Context: an optimization exercise on an open-source flow, tuned for small area, a short achievable clock period and few clock cycles. The choices shown serve that exercise and are no tape-out recipe. At most, simulation tests tie the RTL to the original design; equivalence was not proved. Only the layout flow was run in run 1; the RTL was not checked for function there.

==> flow/design.v, too long to show whole: its modules and the start of the top module <==
// module ytydla_cmac_add: 331 lines
// module ytydla_cmac: 2738 lines
module ytydla_cmac(ytydla_core_clk,
                   ytydla_core_rst_n,
                   mem2cmac_valid,
                   mem2cmac_dat_0,
                   mem2cmac_dat_1,
                   mem2cmac_dat_2,
                   mem2cmac_dat_3,
                   mem2cmac_dat_4,
                   mem2cmac_dat_5,
                   mem2cmac_dat_6,
                   mem2cmac_dat_7,
                   mem2cmac_dat_size,
                   mem2cmac_wt_0,
                   mem2cmac_wt_1,
                   mem2cmac_wt_2,
                   mem2cmac_wt_3,
                   mem2cmac_wt_4,
                   mem2cmac_wt_5,
                   mem2cmac_wt_6,
                   mem2cmac_wt_7,
                   cmac2mem_result,
                   cmac2mem_valid);
  // ...
==> flow/flow/run.sh <==
#!/bin/bash
# The standard layout (the standard.sh, all ORFS steps unchanged), except that the port
# buffers that global placement inserts use the plain sky130 buffer cell named below instead
# of the cell buffer_ports picks by default (a clock delay buffer).
set -euo pipefail
export BUFFER_PORTS_ARGS="-buffer_cell sky130_fd_sc_hd__buf_1"
bash standard.sh > standard_flow.log 2>&1
==> flow/standard.sh <==
#!/bin/bash
# synth_recipe.tcl (not shown) runs the flow's synth.tcl, then flattens the netlist and writes it again
# the make line also repeats each setting of config.mk as NAME=value (left out here)
make -C /OpenROAD-flow-scripts/flow DESIGN_CONFIG=/design/flow/config.mk WORK_HOME=/design/flow/orfs CLKGATE_MAP_FILE= SYNTH_SCRIPT=/design/flow/synth_recipe.tcl "${@:-finish}"
==> flow/config.mk <==
export PLATFORM = sky130hd
export DESIGN_NAME = ytydla_cmac
export DESIGN_NICKNAME = ytydla_cmac
export VERILOG_FILES = /design/flow/design.v
export SDC_FILE = /design/flow/constraint.sdc
export NUM_CORES = 4
export LEC_CHECK = 0
export CAP_MARGIN = 20
export CORE_MARGIN = 2
export CORE_UTILIZATION = 45
export PLACE_DENSITY = 0.6
export SETUP_SLACK_MARGIN = 4.0
export SLEW_MARGIN = 20
export SYNTH_HIERARCHICAL = 1
export SYNTH_MINIMUM_KEEP_SIZE = 0
==> flow/constraint.sdc <==
create_clock -name core_clock -period 9.0 [get_ports {ytydla_core_clk}]
set_input_delay 1.8000 -clock core_clock [delete_from_list [all_inputs] [get_ports {ytydla_core_clk}]]
set_output_delay 1.8000 -clock core_clock [all_outputs]
set_load 0.01 [all_outputs]
==> impl_metrics.prom, run 1 <==
# TYPE chip_impl_metric gauge
chip_impl_info{name="outcome",value="timing/DRC/antenna clean"} 1
chip_impl_metric{name="gpl.final_weighted_congestion",unit=""} 1.166
chip_impl_metric{name="groute.usage.overall",unit=""} 0.3964
chip_impl_metric{name="synth_cells",unit=""} 3217
chip_impl_metric{name="synth_async_sr_flop_share",unit=""} 0.01020
chip_impl_metric{name="drt_pass1_iterations",unit=""} 7
chip_impl_metric{name="met2_usage",unit=""} 0.5976
chip_impl_info{name="min_from",value="k_r[2]$_DFF_P_"} 1
chip_impl_metric{name="cts_made_buffers",unit=""} 17
chip_impl_metric{name="dp_hpwl",unit="um"} 109900
chip_impl_metric{name="wl_met2",unit="um"} 58560
chip_impl_metric{name="grtUsageMet1",unit=""} 0.5190
chip_impl_metric{name="rr_worst_depth",unit=""} 12
chip_impl_metric{name="filler_cell_count",unit=""} 6401
chip_impl_info{name="crit-reg2reg-capture",value="accC[21]$_DFF_P_"} 1
chip_impl_metric{name="insertedDiodeCount",unit=""} 18
chip_impl_metric{name="synth_seq_cells",unit=""} 196
chip_impl_info{name="cts_root_buf",value="sky130_fd_sc_hd__clkbuf_16"} 1
chip_impl_metric{name="final_util",unit=""} 0.5100
chip_impl_metric{name="yosys.area.top_type_share",unit=""} 0.2424
chip_impl_metric{name="yosys.area_share.xor_xnor",unit=""} 0.1140
chip_impl_metric{name="clock_latency_on_the_worst_skew_pair",unit="ps"} 520
chip_impl_metric{name="placed_cells_incl_taps",unit=""} 4409
chip_impl_metric{name="io-pin-count",unit=""} 580
chip_impl_info{name="synth_top_area_cell",value="sky130_fd_sc_hd__fa_1"} 1
chip_impl_metric{name="cts-root-to-sink-buffers",unit=""} 2
chip_impl_metric{name="critPathMaxFanout",unit=""} 3
chip_impl_metric{name="layout.cells.non_filler",unit=""} 4494
chip_impl_info{name="layout_commonest_cell",value="sky130_fd_sc_hd__buf_1"} 1
chip_impl_metric{name="num_rows",unit=""} 94
chip_impl_metric{name="globalRoute.totalOverflow",unit=""} 0
chip_impl_info{name="hold_path.class",value="reg2reg"} 1
chip_impl_metric{name="grt_pass1_vias",unit=""} 28020
chip_impl_metric{name="finalSetupTns",unit="ps"} 0
chip_impl_info{name="criticalPathCategory",value="reg2out"} 1
chip_impl_metric{name="hold_depth",unit=""} 1
chip_impl_metric{name="design.seq.count",unit=""} 196
==> run 2, diff against run 1 <==
--- a/flow/design.v
+++ b/flow/design.v
@@ -1,339 +1,8 @@
-module ytydla_cmac_add(input [31:0] a, input [31:0] b, output [31:0] s);
-    wire [31:0] op = a ^ b;
-    wire [31:0] og0 = a & b;
-    wire [31:0] opp0 = op;
-    wire [31:0] og1, opp1;
-    assign og1[0] = og0[0];
-    assign opp1[0] = opp0[0];
-    assign og1[1] = og0[1] | (opp0[1] & og0[0]);
-    assign opp1[1] = opp0[1] & opp0[0];
-    assign og1[2] = og0[2] | (opp0[2] & og0[1]);
-    assign opp1[2] = opp0[2] & opp0[1];
-    assign og1[3] = og0[3] | (opp0[3] & og0[2]);
-    assign opp1[3] = opp0[3] & opp0[2];
-    assign og1[4] = og0[4] | (opp0[4] & og0[3]);
-    assign opp1[4] = opp0[4] & opp0[3];
-    assign og1[5] = og0[5] | (opp0[5] & og0[4]);
-    assign opp1[5] = opp0[5] & opp0[4];
-    assign og1[6] = og0[6] | (opp0[6] & og0[5]);
-    assign opp1[6] = opp0[6] & opp0[5];
-    assign og1[7] = og0[7] | (opp0[7] & og0[6]);
-    assign opp1[7] = opp0[7] & opp0[6];
-    assign og1[8] = og0[8] | (opp0[8] & og0[7]);
-    assign opp1[8] = opp0[8] & opp0[7];
-    assign og1[9] = og0[9] | (opp0[9] & og0[8]);
-    assign opp1[9] = opp0[9] & opp0[8];
-    assign og1[10] = og0[10] | (opp0[10] & og0[9]);
-    assign opp1[10] = opp0[10] & opp0[9];
-    assign og1[11] = og0[11] | (opp0[11] & og0[10]);
-    assign opp1[11] = opp0[11] & opp0[10];
-    assign og1[12] = og0[12] | (opp0[12] & og0[11]);
-    assign opp1[12] = opp0[12] & opp0[11];
-    assign og1[13] = og0[13] | (opp0[13] & og0[12]);
-    assign opp1[13] = opp0[13] & opp0[12];
-    assign og1[14] = og0[14] | (opp0[14] & og0[13]);
-    assign opp1[14] = opp0[14] & opp0[13];
-    assign og1[15] = og0[15] | (opp0[15] & og0[14]);
-    assign opp1[15] = opp0[15] & opp0[14];
-    assign og1[16] = og0[16] | (opp0[16] & og0[15]);
-    assign opp1[16] = opp0[16] & opp0[15];
-    assign og1[17] = og0[17] | (opp0[17] & og0[16]);
-    assign opp1[17] = opp0[17] & opp0[16];
-    assign og1[18] = og0[18] | (opp0[18] & og0[17]);
-    assign opp1[18] = opp0[18] & opp0[17];
-    assign og1[19] = og0[19] | (opp0[19] & og0[18]);
-    assign opp1[19] = opp0[19] & opp0[18];
-    assign og1[20] = og0[20] | (opp0[20] & og0[19]);
-    assign opp1[20] = opp0[20] & opp0[19];
-    assign og1[21] = og0[21] | (opp0[21] & og0[20]);
-    assign opp1[21] = opp0[21] & opp0[20];
-    assign og1[22] = og0[22] | (opp0[22] & og0[21]);
-    assign opp1[22] = opp0[22] & opp0[21];
-    assign og1[23] = og0[23] | (opp0[23] & og0[22]);
-    assign opp1[23] = opp0[23] & opp0[22];
-    assign og1[24] = og0[24] | (opp0[24] & og0[23]);
-    assign opp1[24] = opp0[24] & opp0[23];
-    assign og1[25] = og0[25] | (opp0[25] & og0[24]);
-    assign opp1[25] = opp0[25] & opp0[24];
-    assign og1[26] = og0[26] | (opp0[26] & og0[25]);
-    assign opp1[26] = opp0[26] & opp0[25];
-    assign og1[27] = og0[27] | (opp0[27] & og0[26]);
-    assign opp1[27] = opp0[27] & opp0[26];
-    assign og1[28] = og0[28] | (opp0[28] & og0[27]);
-    assign opp1[28] = opp0[28] & opp0[27];
-    assign og1[29] = og0[29] | (opp0[29] & og0[28]);
-    assign opp1[29] = opp0[29] & opp0[28];
-    assign og1[30] = og0[30] | (opp0[30] & og0[29]);
-    assign opp1[30] = opp0[30] & opp0[29];
-    assign og1[31] = og0[31] | (opp0[31] & og0[30]);
-    assign opp1[31] = opp0[31] & opp0[30];
-    wire [31:0] og2, opp2;
-    assign og2[0] = og1[0];
-    assign opp2[0] = opp1[0];
-    assign og2[1] = og1[1];
-    assign opp2[1] = opp1[1];
-    assign og2[2] = og1[2] | (opp1[2] & og1[0]);
-    assign opp2[2] = opp1[2] & opp1[0];
-    assign og2[3] = og1[3] | (opp1[3] & og1[1]);
-    assign opp2[3] = opp1[3] & opp1[1];
-    assign og2[4] = og1[4] | (opp1[4] & og1[2]);
-    assign opp2[4] = opp1[4] & opp1[2];
-    assign og2[5] = og1[5] | (opp1[5] & og1[3]);
-    assign opp2[5] = opp1[5] & opp1[3];
-    assign og2[6] = og1[6] | (opp1[6] & og1[4]);
-    assign opp2[6] = opp1[6] & opp1[4];
-    assign og2[7] = og1[7] | (opp1[7] & og1[5]);
-    assign opp2[7] = opp1[7] & opp1[5];
-    assign og2[8] = og1[8] | (opp1[8] & og1[6]);
-    assign opp2[8] = opp1[8] & opp1[6];
-    assign og2[9] = og1[9] | (opp1[9] & og1[7]);
-    assign opp2[9] = opp1[9] & opp1[7];
-    assign og2[10] = og1[10] | (opp1[10] & og1[8]);
-    assign opp2[10] = opp1[10] & opp1[8];
-    assign og2[11] = og1[11] | (opp1[11] & og1[9]);
-    assign opp2[11] = opp1[11] & opp1[9];
-    assign og2[12] = og1[12] | (opp1[12] & og1[10]);
-    assign opp2[12] = opp1[12] & opp1[10];
-    assign og2[13] = og1[13] | (opp1[13] & og1[11]);
-    assign opp2[13] = opp1[13] & opp1[11];
-    assign og2[14] = og1[14] | (opp1[14] & og1[12]);
-    assign opp2[14] = opp1[14] & opp1[12];
-    assign og2[15] = og1[15] | (opp1[15] & og1[13]);
-    assign opp2[15] = opp1[15] & opp1[13];
-    assign og2[16] = og1[16] | (opp1[16] & og1[14]);
-    assign opp2[16] = opp1[16] & opp1[14];
-    assign og2[17] = og1[17] | (opp1[17] & og1[15]);
-    assign opp2[17] = opp1[17] & opp1[15];
-    assign og2[18] = og1[18] | (opp1[18] & og1[16]);
-    assign opp2[18] = opp1[18] & opp1[16];
-    assign og2[19] = og1[19] | (opp1[19] & og1[17]);
-    assign opp2[19] = opp1[19] & opp1[17];
-    assign og2[20] = og1[20] | (opp1[20] & og1[18]);
-    assign opp2[20] = opp1[20] & opp1[18];
-    assign og2[21] = og1[21] | (opp1[21] & og1[19]);
-    assign opp2[21] = opp1[21] & opp1[19];
-    assign og2[22] = og1[22] | (opp1[22] & og1[20]);
-    assign opp2[22] = opp1[22] & opp1[20];
-    assign og2[23] = og1[23] | (opp1[23] & og1[21]);
-    assign opp2[23] = opp1[23] & opp1[21];
-    assign og2[24] = og1[24] | (opp1[24] & og1[22]);
-    assign opp2[24] = opp1[24] & opp1[22];
-    assign og2[25] = og1[25] | (opp1[25] & og1[23]);
-    assign opp2[25] = opp1[25] & opp1[23];
-    assign og2[26] = og1[26] | (opp1[26] & og1[24]);
-    assign opp2[26] = opp1[26] & opp1[24];
-    assign og2[27] = og1[27] | (opp1[27] & og1[25]);
-    assign opp2[27] = opp1[27] & opp1[25];
-    assign og2[28] = og1[28] | (opp1[28] & og1[26]);
-    assign opp2[28] = opp1[28] & opp1[26];
-    assign og2[29] = og1[29] | (opp1[29] & og1[27]);
-    assign opp2[29] = opp1[29] & opp1[27];
-    assign og2[30] = og1[30] | (opp1[30] & og1[28]);
-    assign opp2[30] = opp1[30] & opp1[28];
-    assign og2[31] = og1[31] | (opp1[31] & og1[29]);
-    assign opp2[31] = opp1[31] & opp1[29];
-    wire [31:0] og3, opp3;
-    assign og3[0] = og2[0];
-    assign opp3[0] = opp2[0];
-    assign og3[1] = og2[1];
-    assign opp3[1] = opp2[1];
-    assign og3[2] = og2[2];
-    assign opp3[2] = opp2[2];
-    assign og3[3] = og2[3];
-    assign opp3[3] = opp2[3];
-    assign og3[4] = og2[4] | (opp2[4] & og2[0]);
-    assign opp3[4] = opp2[4] & opp2[0];
-    assign og3[5] = og2[5] | (opp2[5] & og2[1]);
-    assign opp3[5] = opp2[5] & opp2[1];
-    assign og3[6] = og2[6] | (opp2[6] & og2[2]);
-    assign opp3[6] = opp2[6] & opp2[2];
-    assign og3[7] = og2[7] | (opp2[7] & og2[3]);
-    assign opp3[7] = opp2[7] & opp2[3];
-    assign og3[8] = og2[8] | (opp2[8] & og2[4]);
-    assign opp3[8] = opp2[8] & opp2[4];
-    assign og3[9] = og2[9] | (opp2[9] & og2[5]);
-    assign opp3[9] = opp2[9] & opp2[5];
-    assign og3[10] = og2[10] | (opp2[10] & og2[6]);
-    assign opp3[10] = opp2[10] & opp2[6];
-    assign og3[11] = og2[11] | (opp2[11] & og2[7]);
-    assign opp3[11] = opp2[11] & opp2[7];
-    assign og3[12] = og2[12] | (opp2[12] & og2[8]);
-    assign opp3[12] = opp2[12] & opp2[8];
-    assign og3[13] = og2[13] | (opp2[13] & og2[9]);
-    assign opp3[13] = opp2[13] & opp2[9];
-    assign og3[14] = og2[14] | (opp2[14] & og2[10]);
-    assign opp3[14] = opp2[14] & opp2[10];
-    assign og3[15] = og2[15] | (opp2[15] & og2[11]);
-    assign opp3[15] = opp2[15] & opp2[11];
-    assign og3[16] = og2[16] | (opp2[16] & og2[12]);
-    assign opp3[16] = opp2[16] & opp2[12];
-    assign og3[17] = og2[17] | (opp2[17] & og2[13]);
-    assign opp3[17] = opp2[17] & opp2[13];
-    assign og3[18] = og2[18] | (opp2[18] & og2[14]);
-    assign opp3[18] = opp2[18] & opp2[14];
-    assign og3[19] = og2[19] | (opp2[19] & og2[15]);
-    assign opp3[19] = opp2[19] & opp2[15];
-    assign og3[20] = og2[20] | (opp2[20] & og2[16]);
-    assign opp3[20] = opp2[20] & opp2[16];
-    assign og3[21] = og2[21] | (opp2[21] & og2[17]);
-    assign opp3[21] = opp2[21] & opp2[17];
-    assign og3[22] = og2[22] | (opp2[22] & og2[18]);
-    assign opp3[22] = opp2[22] & opp2[18];
-    assign og3[23] = og2[23] | (opp2[23] & og2[19]);
-    assign opp3[23] = opp2[23] & opp2[19];
-    assign og3[24] = og2[24] | (opp2[24] & og2[20]);
-    assign opp3[24] = opp2[24] & opp2[20];
-    assign og3[25] = og2[25] | (opp2[25] & og2[21]);
-    assign opp3[25] = opp2[25] & opp2[21];
-    assign og3[26] = og2[26] | (opp2[26] & og2[22]);
-    assign opp3[26] = opp2[26] & opp2[22];
-    assign og3[27] = og2[27] | (opp2[27] & og2[23]);
-    assign opp3[27] = opp2[27] & opp2[23];
-    assign og3[28] = og2[28] | (opp2[28] & og2[24]);
-    assign opp3[28] = opp2[28] & opp2[24];
-    assign og3[29] = og2[29] | (opp2[29] & og2[25]);
-    assign opp3[29] = opp2[29] & opp2[25];
-    assign og3[30] = og2[30] | (opp2[30] & og2[26]);
-    assign opp3[30] = opp2[30] & opp2[26];
-    assign og3[31] = og2[31] | (opp2[31] & og2[27]);
-    assign opp3[31] = opp2[31] & opp2[27];
-    wire [31:0] og4, opp4;
-    assign og4[0] = og3[0];
-    assign opp4[0] = opp3[0];
-    assign og4[1] = og3[1];
-    assign opp4[1] = opp3[1];
-    assign og4[2] = og3[2];
-    assign opp4[2] = opp3[2];
-    assign og4[3] = og3[3];
-    assign opp4[3] = opp3[3];
-    assign og4[4] = og3[4];
-    assign opp4[4] = opp3[4];
-    assign og4[5] = og3[5];
-    assign opp4[5] = opp3[5];
-    assign og4[6] = og3[6];
-    assign opp4[6] = opp3[6];
-    assign og4[7] = og3[7];
-    assign opp4[7] = opp3[7];
-    assign og4[8] = og3[8] | (opp3[8] & og3[0]);
-    assign opp4[8] = opp3[8] & opp3[0];
-    assign og4[9] = og3[9] | (opp3[9] & og3[1]);
-    assign opp4[9] = opp3[9] & opp3[1];
-    assign og4[10] = og3[10] | (opp3[10] & og3[2]);
-    assign opp4[10] = opp3[10] & opp3[2];
-    assign og4[11] = og3[11] | (opp3[11] & og3[3]);
-    assign opp4[11] = opp3[11] & opp3[3];
-    assign og4[12] = og3[12] | (opp3[12] & og3[4]);
-    assign opp4[12] = opp3[12] & opp3[4];
-    assign og4[13] = og3[13] | (opp3[13] & og3[5]);
-    assign opp4[13] = opp3[13] & opp3[5];
-    assign og4[14] = og3[14] | (opp3[14] & og3[6]);
-    assign opp4[14] = opp3[14] & opp3[6];
-    assign og4[15] = og3[15] | (opp3[15] & og3[7]);
-    assign opp4[15] = opp3[15] & opp3[7];
-    assign og4[16] = og3[16] | (opp3[16] & og3[8]);
-    assign opp4[16] = opp3[16] & opp3[8];
-    assign og4[17] = og3[17] | (opp3[17] & og3[9]);
-    assign opp4[17] = opp3[17] & opp3[9];
-    assign og4[18] = og3[18] | (opp3[18] & og3[10]);
-    assign opp4[18] = opp3[18] & opp3[10];
-    assign og4[19] = og3[19] | (opp3[19] & og3[11]);
-    assign opp4[19] = opp3[19] & opp3[11];
-    assign og4[20] = og3[20] | (opp3[20] & og3[12]);
-    assign opp4[20] = opp3[20] & opp3[12];
-    assign og4[21] = og3[21] | (opp3[21] & og3[13]);
-    assign opp4[21] = opp3[21] & opp3[13];
-    assign og4[22] = og3[22] | (opp3[22] & og3[14]);
-    assign opp4[22] = opp3[22] & opp3[14];
-    assign og4[23] = og3[23] | (opp3[23] & og3[15]);
-    assign opp4[23] = opp3[23] & opp3[15];
-    assign og4[24] = og3[24] | (opp3[24] & og3[16]);
-    assign opp4[24] = opp3[24] & opp3[16];
-    assign og4[25] = og3[25] | (opp3[25] & og3[17]);
-    assign opp4[25] = opp3[25] & opp3[17];
-    assign og4[26] = og3[26] | (opp3[26] & og3[18]);
-    assign opp4[26] = opp3[26] & opp3[18];
-    assign og4[27] = og3[27] | (opp3[27] & og3[19]);
-    assign opp4[27] = opp3[27] & opp3[19];
-    assign og4[28] = og3[28] | (opp3[28] & og3[20]);
-    assign opp4[28] = opp3[28] & opp3[20];
-    assign og4[29] = og3[29] | (opp3[29] & og3[21]);
-    assign opp4[29] = opp3[29] & opp3[21];
-    assign og4[30] = og3[30] | (opp3[30] & og3[22]);
-    assign opp4[30] = opp3[30] & opp3[22];
-    assign og4[31] = og3[31] | (opp3[31] & og3[23]);
-    assign opp4[31] = opp3[31] & opp3[23];
-    wire [31:0] og5, opp5;
-    assign og5[0] = og4[0];
-    assign opp5[0] = opp4[0];
-    assign og5[1] = og4[1];
-    assign opp5[1] = opp4[1];
-    assign og5[2] = og4[2];
-    assign opp5[2] = opp4[2];
-    assign og5[3] = og4[3];
-    assign opp5[3] = opp4[3];
-    assign og5[4] = og4[4];
-    assign opp5[4] = opp4[4];
-    assign og5[5] = og4[5];
-    assign opp5[5] = opp4[5];
-    assign og5[6] = og4[6];
-    assign opp5[6] = opp4[6];
-    assign og5[7] = og4[7];
-    assign opp5[7] = opp4[7];
-    assign og5[8] = og4[8];
-    assign opp5[8] = opp4[8];
-    assign og5[9] = og4[9];
-    assign opp5[9] = opp4[9];
-    assign og5[10] = og4[10];
-    assign opp5[10] = opp4[10];
-    assign og5[11] = og4[11];
-    assign opp5[11] = opp4[11];
-    assign og5[12] = og4[12];
-    assign opp5[12] = opp4[12];
-    assign og5[13] = og4[13];
-    assign opp5[13] = opp4[13];
-    assign og5[14] = og4[14];
-    assign opp5[14] = opp4[14];
-    assign og5[15] = og4[15];
-    assign opp5[15] = opp4[15];
-    assign og5[16] = og4[16] | (opp4[16] & og4[0]);
-    assign opp5[16] = opp4[16] & opp4[0];
-    assign og5[17] = og4[17] | (opp4[17] & og4[1]);
-    assign opp5[17] = opp4[17] & opp4[1];
-    assign og5[18] = og4[18] | (opp4[18] & og4[2]);
-    assign opp5[18] = opp4[18] & opp4[2];
-    assign og5[19] = og4[19] | (opp4[19] & og4[3]);
-    assign opp5[19] = opp4[19] & opp4[3];
-    assign og5[20] = og4[20] | (opp4[20] & og4[4]);
-    assign opp5[20] = opp4[20] & opp4[4];
-    assign og5[21] = og4[21] | (opp4[21] & og4[5]);
-    assign opp5[21] = opp4[21] & opp4[5];
-    assign og5[22] = og4[22] | (opp4[22] & og4[6]);
-    assign opp5[22] = opp4[22] & opp4[6];
-    assign og5[23] = og4[23] | (opp4[23] & og4[7]);
-    assign opp5[23] = opp4[23] & opp4[7];
-    assign og5[24] = og4[24] | (opp4[24] & og4[8]);
-    assign opp5[24] = opp4[24] & opp4[8];
-    assign og5[25] = og4[25] | (opp4[25] & og4[9]);
-    assign opp5[25] = opp4[25] & opp4[9];
-    assign og5[26] = og4[26] | (opp4[26] & og4[10]);
-    assign opp5[26] = opp4[26] & opp4[10];
-    assign og5[27] = og4[27] | (opp4[27] & og4[11]);
-    assign opp5[27] = opp4[27] & opp4[11];
-    assign og5[28] = og4[28] | (opp4[28] & og4[12]);
-    assign opp5[28] = opp4[28] & opp4[12];
-    assign og5[29] = og4[29] | (opp4[29] & og4[13]);
-    assign opp5[29] = opp4[29] & opp4[13];
-    assign og5[30] = og4[30] | (opp4[30] & og4[14]);
-    assign opp5[30] = opp4[30] & opp4[14];
-    assign og5[31] = og4[31] | (opp4[31] & og4[15]);
-    assign opp5[31] = opp4[31] & opp4[15];
-    assign s = op ^ {og5[30:0], 1'b0};
-endmodule
 module ytydla_cmac(ytydla_core_clk,
                    ytydla_core_rst_n,
                    mem2cmac_valid,
                    mem2cmac_dat_0,
                    mem2cmac_dat_1,
                    mem2cmac_dat_2,
                    mem2cmac_dat_3,
                    mem2cmac_dat_4,
@@ -3060,10 +2729,338 @@
     assign s1065 = c1060 ^ s1063;
     assign c1066 = c1060 & s1063;
     wire  [43:0] nxtS = {c1062, c1058, c1054, c1050, c1046, c1042, c1038, c1034, c1030, c1022, c1014, c1002, c990, c974, c958, c938, c918, c894, c870, c842, c814, c782, c750, c714, c678, c640, c602, c564, c530, c496, c466, c434, c426, c418, c410, c402, c394, c386, c378, s375, s367, c356, s353, s349};
     wire  [43:0] nxtC = {s1065, s1061, s1057, s1053, s1049, s1045, s1041, s1037, s1033, s1029, s1021, s1013, s1001, s989, s973, s957, s937, s917, s893, s869, s841, s813, s781, s749, s713, s677, s639, s601, s563, s529, s495, s465, s433, s425, s417, s409, s401, s393, s385, s377, s369, s361, s355, s351};
     always_ff @(posedge ytydla_core_clk) begin
         accS <= nxtS;
         accC <= nxtC;
     end
-    ytydla_cmac_add result_add (.a(accS[43:12]), .b(accC[43:12]), .s(cmac2mem_result));
+    wire [31:0] op = accS[43:12] ^ accC[43:12];
+    wire [31:0] og0 = accS[43:12] & accC[43:12];
+    wire [31:0] opp0 = op;
+    wire [31:0] og1, opp1;
+    assign og1[0] = og0[0];
+    assign opp1[0] = opp0[0];
+    assign og1[1] = og0[1] | (opp0[1] & og0[0]);
+    assign opp1[1] = opp0[1] & opp0[0];
+    assign og1[2] = og0[2] | (opp0[2] & og0[1]);
+    assign opp1[2] = opp0[2] & opp0[1];
+    assign og1[3] = og0[3] | (opp0[3] & og0[2]);
+    assign opp1[3] = opp0[3] & opp0[2];
+    assign og1[4] = og0[4] | (opp0[4] & og0[3]);
+    assign opp1[4] = opp0[4] & opp0[3];
+    assign og1[5] = og0[5] | (opp0[5] & og0[4]);
+    assign opp1[5] = opp0[5] & opp0[4];
+    assign og1[6] = og0[6] | (opp0[6] & og0[5]);
+    assign opp1[6] = opp0[6] & opp0[5];
+    assign og1[7] = og0[7] | (opp0[7] & og0[6]);
+    assign opp1[7] = opp0[7] & opp0[6];
+    assign og1[8] = og0[8] | (opp0[8] & og0[7]);
+    assign opp1[8] = opp0[8] & opp0[7];
+    assign og1[9] = og0[9] | (opp0[9] & og0[8]);
+    assign opp1[9] = opp0[9] & opp0[8];
+    assign og1[10] = og0[10] | (opp0[10] & og0[9]);
+    assign opp1[10] = opp0[10] & opp0[9];
+    assign og1[11] = og0[11] | (opp0[11] & og0[10]);
+    assign opp1[11] = opp0[11] & opp0[10];
+    assign og1[12] = og0[12] | (opp0[12] & og0[11]);
+    assign opp1[12] = opp0[12] & opp0[11];
+    assign og1[13] = og0[13] | (opp0[13] & og0[12]);
+    assign opp1[13] = opp0[13] & opp0[12];
+    assign og1[14] = og0[14] | (opp0[14] & og0[13]);
+    assign opp1[14] = opp0[14] & opp0[13];
+    assign og1[15] = og0[15] | (opp0[15] & og0[14]);
+    assign opp1[15] = opp0[15] & opp0[14];
+    assign og1[16] = og0[16] | (opp0[16] & og0[15]);
+    assign opp1[16] = opp0[16] & opp0[15];
+    assign og1[17] = og0[17] | (opp0[17] & og0[16]);
+    assign opp1[17] = opp0[17] & opp0[16];
+    assign og1[18] = og0[18] | (opp0[18] & og0[17]);
+    assign opp1[18] = opp0[18] & opp0[17];
+    assign og1[19] = og0[19] | (opp0[19] & og0[18]);
+    assign opp1[19] = opp0[19] & opp0[18];
+    assign og1[20] = og0[20] | (opp0[20] & og0[19]);
+    assign opp1[20] = opp0[20] & opp0[19];
+    assign og1[21] = og0[21] | (opp0[21] & og0[20]);
+    assign opp1[21] = opp0[21] & opp0[20];
+    assign og1[22] = og0[22] | (opp0[22] & og0[21]);
+    assign opp1[22] = opp0[22] & opp0[21];
+    assign og1[23] = og0[23] | (opp0[23] & og0[22]);
+    assign opp1[23] = opp0[23] & opp0[22];
+    assign og1[24] = og0[24] | (opp0[24] & og0[23]);
+    assign opp1[24] = opp0[24] & opp0[23];
+    assign og1[25] = og0[25] | (opp0[25] & og0[24]);
+    assign opp1[25] = opp0[25] & opp0[24];
+    assign og1[26] = og0[26] | (opp0[26] & og0[25]);
+    assign opp1[26] = opp0[26] & opp0[25];
+    assign og1[27] = og0[27] | (opp0[27] & og0[26]);
+    assign opp1[27] = opp0[27] & opp0[26];
+    assign og1[28] = og0[28] | (opp0[28] & og0[27]);
+    assign opp1[28] = opp0[28] & opp0[27];
+    assign og1[29] = og0[29] | (opp0[29] & og0[28]);
+    assign opp1[29] = opp0[29] & opp0[28];
+    assign og1[30] = og0[30] | (opp0[30] & og0[29]);
+    assign opp1[30] = opp0[30] & opp0[29];
+    assign og1[31] = og0[31] | (opp0[31] & og0[30]);
+    assign opp1[31] = opp0[31] & opp0[30];
+    wire [31:0] og2, opp2;
+    assign og2[0] = og1[0];
+    assign opp2[0] = opp1[0];
+    assign og2[1] = og1[1];
+    assign opp2[1] = opp1[1];
+    assign og2[2] = og1[2] | (opp1[2] & og1[0]);
+    assign opp2[2] = opp1[2] & opp1[0];
+    assign og2[3] = og1[3] | (opp1[3] & og1[1]);
+    assign opp2[3] = opp1[3] & opp1[1];
+    assign og2[4] = og1[4] | (opp1[4] & og1[2]);
+    assign opp2[4] = opp1[4] & opp1[2];
+    assign og2[5] = og1[5] | (opp1[5] & og1[3]);
+    assign opp2[5] = opp1[5] & opp1[3];
+    assign og2[6] = og1[6] | (opp1[6] & og1[4]);
+    assign opp2[6] = opp1[6] & opp1[4];
+    assign og2[7] = og1[7] | (opp1[7] & og1[5]);
+    assign opp2[7] = opp1[7] & opp1[5];
+    assign og2[8] = og1[8] | (opp1[8] & og1[6]);
+    assign opp2[8] = opp1[8] & opp1[6];
+    assign og2[9] = og1[9] | (opp1[9] & og1[7]);
+    assign opp2[9] = opp1[9] & opp1[7];
+    assign og2[10] = og1[10] | (opp1[10] & og1[8]);
+    assign opp2[10] = opp1[10] & opp1[8];
+    assign og2[11] = og1[11] | (opp1[11] & og1[9]);
+    assign opp2[11] = opp1[11] & opp1[9];
+    assign og2[12] = og1[12] | (opp1[12] & og1[10]);
+    assign opp2[12] = opp1[12] & opp1[10];
+    assign og2[13] = og1[13] | (opp1[13] & og1[11]);
+    assign opp2[13] = opp1[13] & opp1[11];
+    assign og2[14] = og1[14] | (opp1[14] & og1[12]);
+    assign opp2[14] = opp1[14] & opp1[12];
+    assign og2[15] = og1[15] | (opp1[15] & og1[13]);
+    assign opp2[15] = opp1[15] & opp1[13];
+    assign og2[16] = og1[16] | (opp1[16] & og1[14]);
+    assign opp2[16] = opp1[16] & opp1[14];
+    assign og2[17] = og1[17] | (opp1[17] & og1[15]);
+    assign opp2[17] = opp1[17] & opp1[15];
+    assign og2[18] = og1[18] | (opp1[18] & og1[16]);
+    assign opp2[18] = opp1[18] & opp1[16];
+    assign og2[19] = og1[19] | (opp1[19] & og1[17]);
+    assign opp2[19] = opp1[19] & opp1[17];
+    assign og2[20] = og1[20] | (opp1[20] & og1[18]);
+    assign opp2[20] = opp1[20] & opp1[18];
+    assign og2[21] = og1[21] | (opp1[21] & og1[19]);
+    assign opp2[21] = opp1[21] & opp1[19];
+    assign og2[22] = og1[22] | (opp1[22] & og1[20]);
+    assign opp2[22] = opp1[22] & opp1[20];
+    assign og2[23] = og1[23] | (opp1[23] & og1[21]);
+    assign opp2[23] = opp1[23] & opp1[21];
+    assign og2[24] = og1[24] | (opp1[24] & og1[22]);
+    assign opp2[24] = opp1[24] & opp1[22];
+    assign og2[25] = og1[25] | (opp1[25] & og1[23]);
+    assign opp2[25] = opp1[25] & opp1[23];
+    assign og2[26] = og1[26] | (opp1[26] & og1[24]);
+    assign opp2[26] = opp1[26] & opp1[24];
+    assign og2[27] = og1[27] | (opp1[27] & og1[25]);
+    assign opp2[27] = opp1[27] & opp1[25];
+    assign og2[28] = og1[28] | (opp1[28] & og1[26]);
+    assign opp2[28] = opp1[28] & opp1[26];
+    assign og2[29] = og1[29] | (opp1[29] & og1[27]);
+    assign opp2[29] = opp1[29] & opp1[27];
+    assign og2[30] = og1[30] | (opp1[30] & og1[28]);
+    assign opp2[30] = opp1[30] & opp1[28];
+    assign og2[31] = og1[31] | (opp1[31] & og1[29]);
+    assign opp2[31] = opp1[31] & opp1[29];
+    wire [31:0] og3, opp3;
+    assign og3[0] = og2[0];
+    assign opp3[0] = opp2[0];
+    assign og3[1] = og2[1];
+    assign opp3[1] = opp2[1];
+    assign og3[2] = og2[2];
+    assign opp3[2] = opp2[2];
+    assign og3[3] = og2[3];
+    assign opp3[3] = opp2[3];
+    assign og3[4] = og2[4] | (opp2[4] & og2[0]);
+    assign opp3[4] = opp2[4] & opp2[0];
+    assign og3[5] = og2[5] | (opp2[5] & og2[1]);
+    assign opp3[5] = opp2[5] & opp2[1];
+    assign og3[6] = og2[6] | (opp2[6] & og2[2]);
+    assign opp3[6] = opp2[6] & opp2[2];
+    assign og3[7] = og2[7] | (opp2[7] & og2[3]);
+    assign opp3[7] = opp2[7] & opp2[3];
+    assign og3[8] = og2[8] | (opp2[8] & og2[4]);
+    assign opp3[8] = opp2[8] & opp2[4];
+    assign og3[9] = og2[9] | (opp2[9] & og2[5]);
+    assign opp3[9] = opp2[9] & opp2[5];
+    assign og3[10] = og2[10] | (opp2[10] & og2[6]);
+    assign opp3[10] = opp2[10] & opp2[6];
+    assign og3[11] = og2[11] | (opp2[11] & og2[7]);
+    assign opp3[11] = opp2[11] & opp2[7];
+    assign og3[12] = og2[12] | (opp2[12] & og2[8]);
+    assign opp3[12] = opp2[12] & opp2[8];
+    assign og3[13] = og2[13] | (opp2[13] & og2[9]);
+    assign opp3[13] = opp2[13] & opp2[9];
+    assign og3[14] = og2[14] | (opp2[14] & og2[10]);
+    assign opp3[14] = opp2[14] & opp2[10];
+    assign og3[15] = og2[15] | (opp2[15] & og2[11]);
+    assign opp3[15] = opp2[15] & opp2[11];
+    assign og3[16] = og2[16] | (opp2[16] & og2[12]);
+    assign opp3[16] = opp2[16] & opp2[12];
+    assign og3[17] = og2[17] | (opp2[17] & og2[13]);
+    assign opp3[17] = opp2[17] & opp2[13];
+    assign og3[18] = og2[18] | (opp2[18] & og2[14]);
+    assign opp3[18] = opp2[18] & opp2[14];
+    assign og3[19] = og2[19] | (opp2[19] & og2[15]);
+    assign opp3[19] = opp2[19] & opp2[15];
+    assign og3[20] = og2[20] | (opp2[20] & og2[16]);
+    assign opp3[20] = opp2[20] & opp2[16];
+    assign og3[21] = og2[21] | (opp2[21] & og2[17]);
+    assign opp3[21] = opp2[21] & opp2[17];
+    assign og3[22] = og2[22] | (opp2[22] & og2[18]);
+    assign opp3[22] = opp2[22] & opp2[18];
+    assign og3[23] = og2[23] | (opp2[23] & og2[19]);
+    assign opp3[23] = opp2[23] & opp2[19];
+    assign og3[24] = og2[24] | (opp2[24] & og2[20]);
+    assign opp3[24] = opp2[24] & opp2[20];
+    assign og3[25] = og2[25] | (opp2[25] & og2[21]);
+    assign opp3[25] = opp2[25] & opp2[21];
+    assign og3[26] = og2[26] | (opp2[26] & og2[22]);
+    assign opp3[26] = opp2[26] & opp2[22];
+    assign og3[27] = og2[27] | (opp2[27] & og2[23]);
+    assign opp3[27] = opp2[27] & opp2[23];
+    assign og3[28] = og2[28] | (opp2[28] & og2[24]);
+    assign opp3[28] = opp2[28] & opp2[24];
+    assign og3[29] = og2[29] | (opp2[29] & og2[25]);
+    assign opp3[29] = opp2[29] & opp2[25];
+    assign og3[30] = og2[30] | (opp2[30] & og2[26]);
+    assign opp3[30] = opp2[30] & opp2[26];
+    assign og3[31] = og2[31] | (opp2[31] & og2[27]);
+    assign opp3[31] = opp2[31] & opp2[27];
+    wire [31:0] og4, opp4;
+    assign og4[0] = og3[0];
+    assign opp4[0] = opp3[0];
+    assign og4[1] = og3[1];
+    assign opp4[1] = opp3[1];
+    assign og4[2] = og3[2];
+    assign opp4[2] = opp3[2];
+    assign og4[3] = og3[3];
+    assign opp4[3] = opp3[3];
+    assign og4[4] = og3[4];
+    assign opp4[4] = opp3[4];
+    assign og4[5] = og3[5];
+    assign opp4[5] = opp3[5];
+    assign og4[6] = og3[6];
+    assign opp4[6] = opp3[6];
+    assign og4[7] = og3[7];
+    assign opp4[7] = opp3[7];
+    assign og4[8] = og3[8] | (opp3[8] & og3[0]);
+    assign opp4[8] = opp3[8] & opp3[0];
+    assign og4[9] = og3[9] | (opp3[9] & og3[1]);
+    assign opp4[9] = opp3[9] & opp3[1];
+    assign og4[10] = og3[10] | (opp3[10] & og3[2]);
+    assign opp4[10] = opp3[10] & opp3[2];
+    assign og4[11] = og3[11] | (opp3[11] & og3[3]);
+    assign opp4[11] = opp3[11] & opp3[3];
+    assign og4[12] = og3[12] | (opp3[12] & og3[4]);
+    assign opp4[12] = opp3[12] & opp3[4];
+    assign og4[13] = og3[13] | (opp3[13] & og3[5]);
+    assign opp4[13] = opp3[13] & opp3[5];
+    assign og4[14] = og3[14] | (opp3[14] & og3[6]);
+    assign opp4[14] = opp3[14] & opp3[6];
+    assign og4[15] = og3[15] | (opp3[15] & og3[7]);
+    assign opp4[15] = opp3[15] & opp3[7];
+    assign og4[16] = og3[16] | (opp3[16] & og3[8]);
+    assign opp4[16] = opp3[16] & opp3[8];
+    assign og4[17] = og3[17] | (opp3[17] & og3[9]);
+    assign opp4[17] = opp3[17] & opp3[9];
+    assign og4[18] = og3[18] | (opp3[18] & og3[10]);
+    assign opp4[18] = opp3[18] & opp3[10];
+    assign og4[19] = og3[19] | (opp3[19] & og3[11]);
+    assign opp4[19] = opp3[19] & opp3[11];
+    assign og4[20] = og3[20] | (opp3[20] & og3[12]);
+    assign opp4[20] = opp3[20] & opp3[12];
+    assign og4[21] = og3[21] | (opp3[21] & og3[13]);
+    assign opp4[21] = opp3[21] & opp3[13];
+    assign og4[22] = og3[22] | (opp3[22] & og3[14]);
+    assign opp4[22] = opp3[22] & opp3[14];
+    assign og4[23] = og3[23] | (opp3[23] & og3[15]);
+    assign opp4[23] = opp3[23] & opp3[15];
+    assign og4[24] = og3[24] | (opp3[24] & og3[16]);
+    assign opp4[24] = opp3[24] & opp3[16];
+    assign og4[25] = og3[25] | (opp3[25] & og3[17]);
+    assign opp4[25] = opp3[25] & opp3[17];
+    assign og4[26] = og3[26] | (opp3[26] & og3[18]);
+    assign opp4[26] = opp3[26] & opp3[18];
+    assign og4[27] = og3[27] | (opp3[27] & og3[19]);
+    assign opp4[27] = opp3[27] & opp3[19];
+    assign og4[28] = og3[28] | (opp3[28] & og3[20]);
+    assign opp4[28] = opp3[28] & opp3[20];
+    assign og4[29] = og3[29] | (opp3[29] & og3[21]);
+    assign opp4[29] = opp3[29] & opp3[21];
+    assign og4[30] = og3[30] | (opp3[30] & og3[22]);
+    assign opp4[30] = opp3[30] & opp3[22];
+    assign og4[31] = og3[31] | (opp3[31] & og3[23]);
+    assign opp4[31] = opp3[31] & opp3[23];
+    wire [31:0] og5, opp5;
+    assign og5[0] = og4[0];
+    assign opp5[0] = opp4[0];
+    assign og5[1] = og4[1];
+    assign opp5[1] = opp4[1];
+    assign og5[2] = og4[2];
+    assign opp5[2] = opp4[2];
+    assign og5[3] = og4[3];
+    assign opp5[3] = opp4[3];
+    assign og5[4] = og4[4];
+    assign opp5[4] = opp4[4];
+    assign og5[5] = og4[5];
+    assign opp5[5] = opp4[5];
+    assign og5[6] = og4[6];
+    assign opp5[6] = opp4[6];
+    assign og5[7] = og4[7];
+    assign opp5[7] = opp4[7];
+    assign og5[8] = og4[8];
+    assign opp5[8] = opp4[8];
+    assign og5[9] = og4[9];
+    assign opp5[9] = opp4[9];
+    assign og5[10] = og4[10];
+    assign opp5[10] = opp4[10];
+    assign og5[11] = og4[11];
+    assign opp5[11] = opp4[11];
+    assign og5[12] = og4[12];
+    assign opp5[12] = opp4[12];
+    assign og5[13] = og4[13];
+    assign opp5[13] = opp4[13];
+    assign og5[14] = og4[14];
+    assign opp5[14] = opp4[14];
+    assign og5[15] = og4[15];
+    assign opp5[15] = opp4[15];
+    assign og5[16] = og4[16] | (opp4[16] & og4[0]);
+    assign opp5[16] = opp4[16] & opp4[0];
+    assign og5[17] = og4[17] | (opp4[17] & og4[1]);
+    assign opp5[17] = opp4[17] & opp4[1];
+    assign og5[18] = og4[18] | (opp4[18] & og4[2]);
+    assign opp5[18] = opp4[18] & opp4[2];
+    assign og5[19] = og4[19] | (opp4[19] & og4[3]);
+    assign opp5[19] = opp4[19] & opp4[3];
+    assign og5[20] = og4[20] | (opp4[20] & og4[4]);
+    assign opp5[20] = opp4[20] & opp4[4];
+    assign og5[21] = og4[21] | (opp4[21] & og4[5]);
+    assign opp5[21] = opp4[21] & opp4[5];
+    assign og5[22] = og4[22] | (opp4[22] & og4[6]);
+    assign opp5[22] = opp4[22] & opp4[6];
+    assign og5[23] = og4[23] | (opp4[23] & og4[7]);
+    assign opp5[23] = opp4[23] & opp4[7];
+    assign og5[24] = og4[24] | (opp4[24] & og4[8]);
+    assign opp5[24] = opp4[24] & opp4[8];
+    assign og5[25] = og4[25] | (opp4[25] & og4[9]);
+    assign opp5[25] = opp4[25] & opp4[9];
+    assign og5[26] = og4[26] | (opp4[26] & og4[10]);
+    assign opp5[26] = opp4[26] & opp4[10];
+    assign og5[27] = og4[27] | (opp4[27] & og4[11]);
+    assign opp5[27] = opp4[27] & opp4[11];
+    assign og5[28] = og4[28] | (opp4[28] & og4[12]);
+    assign opp5[28] = opp4[28] & opp4[12];
+    assign og5[29] = og4[29] | (opp4[29] & og4[13]);
+    assign opp5[29] = opp4[29] & opp4[13];
+    assign og5[30] = og4[30] | (opp4[30] & og4[14]);
+    assign opp5[30] = opp4[30] & opp4[14];
+    assign og5[31] = og4[31] | (opp4[31] & og4[15]);
+    assign opp5[31] = opp4[31] & opp4[15];
+    assign cmac2mem_result = op ^ {og5[30:0], 1'b0};
 endmodule
==> flow/flow/run.sh (replaced) <==
#!/bin/bash
# The standard layout (standard.sh, all ORFS steps), with two changes:
#  - the port buffers that global placement inserts use the plain sky130 buffer cell named
#    below instead of the cell buffer_ports picks by default (a clock delay buffer);
#  - after the standard synthesis, fixinv.py removes the inverters that Yosys's full-adder
#    extraction leaves between full-adder cells (a full adder is self-dual, so a cell may
#    take inverted inputs and give inverted outputs).  Registers are not touched.
set -euo pipefail
export BUFFER_PORTS_ARGS="-buffer_cell sky130_fd_sc_hd__buf_1"
R=orfs/results/sky130hd/ytydla_cmac/base
bash standard.sh synth > standard_synth.log 2>&1
cp $R/1_2_yosys.v $R/1_2_yosys.standard.v
python3 flow/fixinv.py $R/1_2_yosys.v > fixinv.log 2>&1
rm -f $R/1_synth.odb $R/1_synth.sdc
bash standard.sh > standard_flow.log 2>&1
==> flow/flow/fixinv.py (new file) <==
#!/usr/bin/env python3
"""Remove the inverters that Yosys's extract_fa leaves around full-adder cells.

A full adder is self-dual: FA(~a, ~b, ~c) = (~sum, ~cout).  Every full-adder cell may so
be flipped (fed inverted inputs, giving inverted outputs) without changing the logic.
This script reads the synthesized netlist, looks through all inverters, picks a flip for
each full adder that needs few inverters, and writes the netlist back with only the
inverters that are still needed (one per net and polarity).  Registers and all other
cells are left as they are.
usage: fixinv.py NETLIST.v   (rewritten in place)"""
import re, sys

path = sys.argv[1]
src = open(path).read()
inst_re = re.compile(r'\n(\s*)(sky130_fd_sc_hd__\w+)\s+(\S+)\s*\((.*?)\);', re.S)
pin_re = re.compile(r'\.(\w+)\(\s*(.*?)\s*\)\s*(?:,|$)', re.S)
OUTPINS = {'X', 'Y', 'Q', 'Q_N', 'SUM', 'COUT', 'HI', 'LO'}

matches = list(inst_re.finditer(src))
head = src[:matches[0].start()]
tail = src[matches[-1].end():]
for a, b in zip(matches, matches[1:]):
    assert src[a.end():b.start()].strip() == '', 'unexpected text between cells'
assert tail.strip() == 'endmodule', 'unexpected text after cells'

insts = []
for m in matches:
    pins = {}
    for pm in pin_re.finditer(m.group(4)):
        pins[pm.group(1)] = pm.group(2).strip()
    insts.append({'type': m.group(2), 'name': m.group(3), 'pins': pins, 'indent': m.group(1)})

outports = set()
for m in re.finditer(r'^\s*output\s+(\[(\d+):(\d+)\]\s*)?(\S+?)\s*;', head, re.M):
    if m.group(1):
        hi, lo = int(m.group(2)), int(m.group(3))
        for i in range(min(hi, lo), max(hi, lo) + 1):
            outports.add(f'{m.group(4)}[{i}]')
    else:
        outports.add(m.group(4))

def is_inv(t):
    return re.match(r'sky130_fd_sc_hd__(clk)?inv_\d+$', t) is not None
def is_fa(t):
    return re.match(r'sky130_fd_sc_hd__fa_\d+$', t) is not None

driver = {}
for k, c in enumerate(insts):
    for p, n in c['pins'].items():
        if p in OUTPINS:
            driver[n] = (k, p)

removable = set(k for k, c in enumerate(insts) if is_inv(c['type']) and c['pins']['Y'] not in outports)

def resolve(net):
    par = 0
    seen = 0
    while net in driver and driver[net][0] in removable:
        net = insts[driver[net][0]]['pins']['A']
        par ^= 1
        seen += 1
        assert seen < 100
    return net, par

# loads: list of (inst, pin, base, parity)
loads = []
for k, c in enumerate(insts):
    if k in removable:
        continue
    for p, n in c['pins'].items():
        if p in OUTPINS:
            continue
        b, i = resolve(n)
        loads.append((k, p, b, i))
# output ports fed by removable inverters cannot exist (excluded above)

fas = [k for k, c in enumerate(insts) if is_fa(c['type'])]
flip = {k: 0 for k in fas}
fixed = set(k for k in fas if insts[k]['pins'].get('SUM') in outports or insts[k]['pins'].get('COUT') in outports)

loads_of = {}
for li, (k, p, b, i) in enumerate(loads):
    loads_of.setdefault(b, []).append(li)

def pol(b):
    d = driver.get(b)
    if d and d[0] in flip:
        return flip[d[0]]
    return 0

def need(li):
    k, p, b, i = loads[li]
    return i ^ flip.get(k, 0) ^ pol(b)

def netcost(b):
    return 1 if any(need(li) for li in loads_of.get(b, [])) else 0

def touched(k):
    c = insts[k]
    nets = set()
    for p in ('A', 'B', 'CIN'):
        nets.add(resolve(c['pins'][p])[0])
    for p in ('SUM', 'COUT'):
        if p in c['pins']:
            nets.add(c['pins'][p])
    return nets

before = sum(netcost(b) for b in loads_of)

def local_search(order):
    for it in range(50):
        changed = 0
        for k in order:
            if k in fixed:
                continue
            nets = touched(k)
            c0 = sum(netcost(b) for b in nets)
            flip[k] ^= 1
            c1 = sum(netcost(b) for b in nets)
            if c1 < c0 or (c1 == c0 and rnd.random() < 0.3):
                changed += c1 < c0
            else:
                flip[k] ^= 1
        if not changed:
            break

import random
rnd = random.Random(1)
best = None
for trial in range(12):
    for k in fas:
        flip[k] = 0 if trial == 0 else (rnd.random() < 0.5 and k not in fixed)
    order = list(fas)
    rnd.shuffle(order)
    local_search(order)
    cost = sum(netcost(b) for b in loads_of)
    if best is None or cost < best[0]:
        best = (cost, dict(flip))
flip.update(best[1])
after = sum(netcost(b) for b in loads_of)

# rewrite
invnet = {}
newcells = []
def inverted(b):
    if b not in invnet:
        n = f'fixinv_n{len(invnet)}'
        invnet[b] = n
        newcells.append((b, n))
    return invnet[b]

def fmt(n):
    return n + ' ' if n.startswith('\\') else n

for li, (k, p, b, i) in enumerate(loads):
    insts[k]['pins'][p] = inverted(b) if need(li) else b

out = [head.rstrip('\n')]
decl = [f'  wire {n};' for b, n in newcells]
out += decl
for k, c in enumerate(insts):
    if k in removable:
        continue
    pins = ',\n'.join(f'    .{p}({fmt(n)})' for p, n in c['pins'].items())
    out.append(f"{c['indent'].lstrip(chr(10))}{c['type']} {c['name']} (\n{pins}\n  );")
for j, (b, n) in enumerate(newcells):
    out.append(f'  sky130_fd_sc_hd__inv_1 fixinv_{j} (\n    .A({fmt(b)}),\n    .Y({n})\n  );')
out.append('endmodule')
open(path, 'w').write('\n'.join(out) + '\n')
print(f'full adders {len(fas)}, flipped {sum(flip.values())}; inverters: {len(removable)} removed, '
      f'{len(newcells)} written (cost estimate before {before}, after {after})')
if len(sys.argv) > 2:
    from collections import Counter
    cnt = Counter()
    for li, (k, p, b, i) in enumerate(loads):
        if need(li):
            d = driver.get(b)
            dt = insts[d[0]]['type'].replace('sky130_fd_sc_hd__', '') + '.' + d[1] if d else 'port'
            cnt[(dt, insts[k]['type'].replace('sky130_fd_sc_hd__', '') + '.' + p)] += 1
    for x, v in cnt.most_common(25):
        print(v, x)
--- a/flow/config.mk
+++ b/flow/config.mk
@@ -6,10 +6,8 @@
 export NUM_CORES = 4
 export LEC_CHECK = 0
 export CAP_MARGIN = 20
 export CORE_MARGIN = 2
 export CORE_UTILIZATION = 45
 export PLACE_DENSITY = 0.6
 export SETUP_SLACK_MARGIN = 4.0
 export SLEW_MARGIN = 20
-export SYNTH_HIERARCHICAL = 1
-export SYNTH_MINIMUM_KEEP_SIZE = 0
==> run 2 against run 1 <==
Effect of this change: sequential cell count unchanged; worst hold slack better by 65 ps; first-iteration DRC count increased by 41%; register-to-register slack about the same; fmax is 2.4% higher; non-clock buffer count is 28 higher; synthesized area fell by 3.1%; setup slack better by 120 ps; sequential share of layout area up 0.30 points; critical endpoint is now cmac2mem_result[25]; clock skew shrank 1.3 ps.
==> impl_metrics.prom, run 2 <==
# TYPE chip_impl_metric gauge
chip_impl_metric{name="timing.critical_path.arrival",unit="ps"} 3230
chip_impl_metric{name="timing.hold.ws",unit="ps"} 555.9
chip_impl_metric{name="placed_cells_incl_taps",unit=""} 4207
chip_impl_metric{name="grt_pass1_wl",unit="um"} 211900
chip_impl_metric{name="num_rows",unit=""} 92
chip_impl_metric{name="post-route-min-period",unit="ps"} 5029
chip_impl_metric{name="drc_errors",unit=""} 0
chip_impl_metric{name="yosysWarnings",unit=""} 3
chip_impl_metric{name="cts_hold_repair.buffers",unit=""} 0
chip_impl_metric{name="rrSetupSlack",unit="ps"} 4040
chip_impl_metric{name="final_report_hold_violation_count",unit=""} 0
chip_impl_metric{name="coreArea",unit="um2"} 63310
chip_impl_metric{name="io_buffers",unit=""} 579
chip_impl_metric{name="actual_transition_at_the_worst_max_transition_pin",unit="ps"} 1146
chip_impl_metric{name="layout-drive-gt1-share",unit=""} 0.1056
chip_impl_metric{name="finalCritPeriodShare",unit=""} 0.5588
chip_impl_metric{name="clock.fmax",unit="MHz"} 198.9
chip_impl_metric{name="antenna_found_initial",unit=""} 22
chip_impl_metric{name="placement.cell_area",unit="um2"} 31270
chip_impl_metric{name="nNetsFinal",unit=""} 4460
chip_impl_info{name="cts_root_buf",value="sky130_fd_sc_hd__clkbuf_16"} 1
chip_impl_info{name="grt_setup_unrepaired",value="true"} 1
chip_impl_metric{name="synth_cells",unit=""} 3039
chip_impl_metric{name="synth_fp_nets",unit=""} 4047
chip_impl_metric{name="post-route-cell-area",unit="um2"} 32900
chip_impl_metric{name="area_growth",unit="%"} 13.84
chip_impl_metric{name="routed-via-count",unit=""} 29450
chip_impl_metric{name="gpl.final_weighted_congestion",unit=""} 1.119
chip_impl_info{name="endpoint_class_of_the_critical_path",value="primary output"} 1
chip_impl_metric{name="critical_path_required",unit="ps"} 7200
chip_impl_metric{name="cts.reportedPaths.clkPinSlew",unit="ps"} 80
chip_impl_metric{name="skew",unit="ps"} 15.70
chip_impl_metric{name="met2_usage",unit=""} 0.6630
chip_impl_metric{name="cts-root-to-sink-buffers",unit=""} 2
chip_impl_metric{name="wl_cell",unit="um"} 34.66
chip_impl_metric{name="final_max_slew_viol_count",unit=""} 0
chip_impl_info{name="top_regs",value="accC x44, accS x44"} 1
chip_impl_metric{name="final_util",unit=""} 0.5197
chip_impl_metric{name="die_x",unit="um"} 257.4
chip_impl_metric{name="dp_hpwl",unit="um"} 118900
chip_impl_metric{name="grt.met3_usage",unit=""} 0.1566
chip_impl_metric{name="dieHeight",unit="um"} 257.4
chip_impl_metric{name="critPathMaxFanout",unit=""} 4
chip_impl_metric{name="globalRoute.totalOverflow",unit=""} 0
chip_impl_metric{name="cts.sinks",unit=""} 196
chip_impl_metric{name="design.die.area",unit="um2"} 66270
chip_impl_info{name="layout_commonest_cell",value="sky130_fd_sc_hd__buf_1"} 1
chip_impl_metric{name="clock_latency_on_the_worst_skew_pair",unit="ps"} 520
chip_impl_metric{name="first_iter_violations",unit=""} 4925
chip_impl_info{name="tritoncts_clock_tree",value="built"} 1
chip_impl_metric{name="final.setup.worst_slack",unit="ps"} 3971
chip_impl_metric{name="vias_per_cell",unit=""} 6.813
chip_impl_info{name="outcome",value="timing/DRC/antenna clean"} 1
chip_impl_metric{name="timing.slew.headroom",unit=""} 0.2349
chip_impl_metric{name="groute.usage.overall",unit=""} 0.4444
chip_impl_metric{name="cts_made_buffers",unit=""} 17
chip_impl_metric{name="grt_pass1_vias",unit=""} 29490
chip_impl_metric{name="totalWireLength",unit="um"} 149800
chip_impl_metric{name="grtUsageMet1",unit=""} 0.5781
chip_impl_info{name="critical_path.startpoint_type",value="flip-flop"} 1
chip_impl_info{name="hold_path.class",value="reg2reg"} 1
chip_impl_metric{name="finalSetupTns",unit="ps"} 0
chip_impl_metric{name="cts_h_tree_lvls",unit=""} 4
chip_impl_metric{name="layout.cells.non_filler",unit=""} 4322
chip_impl_metric{name="max_cap_viol_count",unit=""} 0
chip_impl_info{name="criticalPathCategory",value="reg2out"} 1
chip_impl_metric{name="drt_pass1_iterations",unit=""} 10
chip_impl_metric{name="grt_start_max_net_pins",unit=""} 80
chip_impl_info{name="grt_most_used_layer",value="met2"} 1
chip_impl_metric{name="placement.setup.worst_slack",unit="ps"} 3640
chip_impl_metric{name="setup_violations",unit=""} 0
chip_impl_info{name="layout_common_cells",value="574 x sky130_fd_sc_hd__buf_1, 360 x sky130_fd_sc_hd__fa_1, 357 x sky130_fd_sc_hd__a22oi_1"} 1
chip_impl_metric{name="drt.antenna.violating_nets",unit=""} 0
chip_impl_metric{name="mappedNetlistArea",unit="um2"} 28900
chip_impl_metric{name="io-pin-count",unit=""} 580
chip_impl_metric{name="floorplan.initialDensity",unit=""} 0.4565
chip_impl_metric{name="post_syn_area_per_cell",unit="um2"} 9.510
-- run 2: what timing repair did --
| item | 4_1_cts | 5_1_grt |
|---|---|---|
| setup buffers | 41 | 30 |
| endpoints found under the setup margin | 29 | 30 |
| gates resized for setup | 76 | 69 |
| pin swaps | 17 | 22 |
-- run 2: layout make-up --
type | instances | area [um2]
Multi-Input combinational cell | 2300 | 23150
Antenna cell | 11 | 27.53
Sequential cell | 196 | 4055
Timing Repair Buffer | 688 | 3027
Fill cell | 5916 | 30410
Inverter | 249 | 979.7
Clock buffer | 17 | 425.4
Tap cell | 846 | 1059
Clock inverter | 15 | 181.4
-- run 2: per-layer routing --
metal	routed length [um]	up-vias
li1	-	11820
met1	56020	14580
met2	63850	2574
met3	21080	465
met4	8815	6
met5	40	-
-- run 2: final timing paths --
kind / depth (start not counted) / end / start
max: 11 / cmac2mem_result[25] / accC[17]$_DFF_P_
min: 1 / phase[1]$_DFFE_PN0P_ / phase[1]$_DFFE_PN0P_
max reg2reg: 10 / accC[19]$_DFF_P_ / dr1[0]$_DFF_P_
min reg2reg: 1 / phase[1]$_DFFE_PN0P_ / phase[1]$_DFFE_PN0P_
max in group asynchronous: 1 / phase[0]$_DFFE_PN0P_ / ytydla_core_rst_n
min in group asynchronous: 1 / phase[1]$_DFFE_PN0P_ / ytydla_core_rst_n
-- run 2: worst max-delay path, stage by stage, from the launching register on --
cell and delay (ps):
sky130_fd_sc_hd__dfxtp_1 340, sky130_fd_sc_hd__ha_2 210, sky130_fd_sc_hd__or3_1 410, sky130_fd_sc_hd__a311oi_4 350, sky130_fd_sc_hd__o311ai_4 150, sky130_fd_sc_hd__a2111oi_2 360
sky130_fd_sc_hd__buf_4 220, sky130_fd_sc_hd__o21ai_4 60, sky130_fd_sc_hd__a21o_1 180, sky130_fd_sc_hd__a21oi_2 160, sky130_fd_sc_hd__xnor2_1 130, sky130_fd_sc_hd__buf_2 150
Testbench counts of run 2, summed over its fixed seeds: cycles 16,597.

## what the ideal ports hide
The flow's constraints put no driver on any port. The routed layouts listed below were extracted and timed again, unchanged, in two steps.
Step 1: set_driving_cell puts a clkbuf_16 on ytydla_core_clk and a buf_2 on each other input, an assumption about the parent block.
Step 2 times the ports against the registers' clock, not the clock port: input delays grow and output delays shrink by t, the midpoint of the rising clock arrivals with the driver on.
Three values: no drivers, after step 1, after step 2; two values: the first two.
| run | shift t [ns] | setup WS [ns] | cell pins on the clock port's net |
|---|---|---|---|
| run 1 | 0.570 | 3.851 / 3.789 / 3.659 | 1 |
| run 2 | 0.561 | 3.971 / 3.918 / 3.618 | 1 |
After both steps setup and hold are still met in every run listed. For run 2, which loses most, drivers alone change the setup slack by -0.053 ns; drivers and shift together by -0.353 ns.
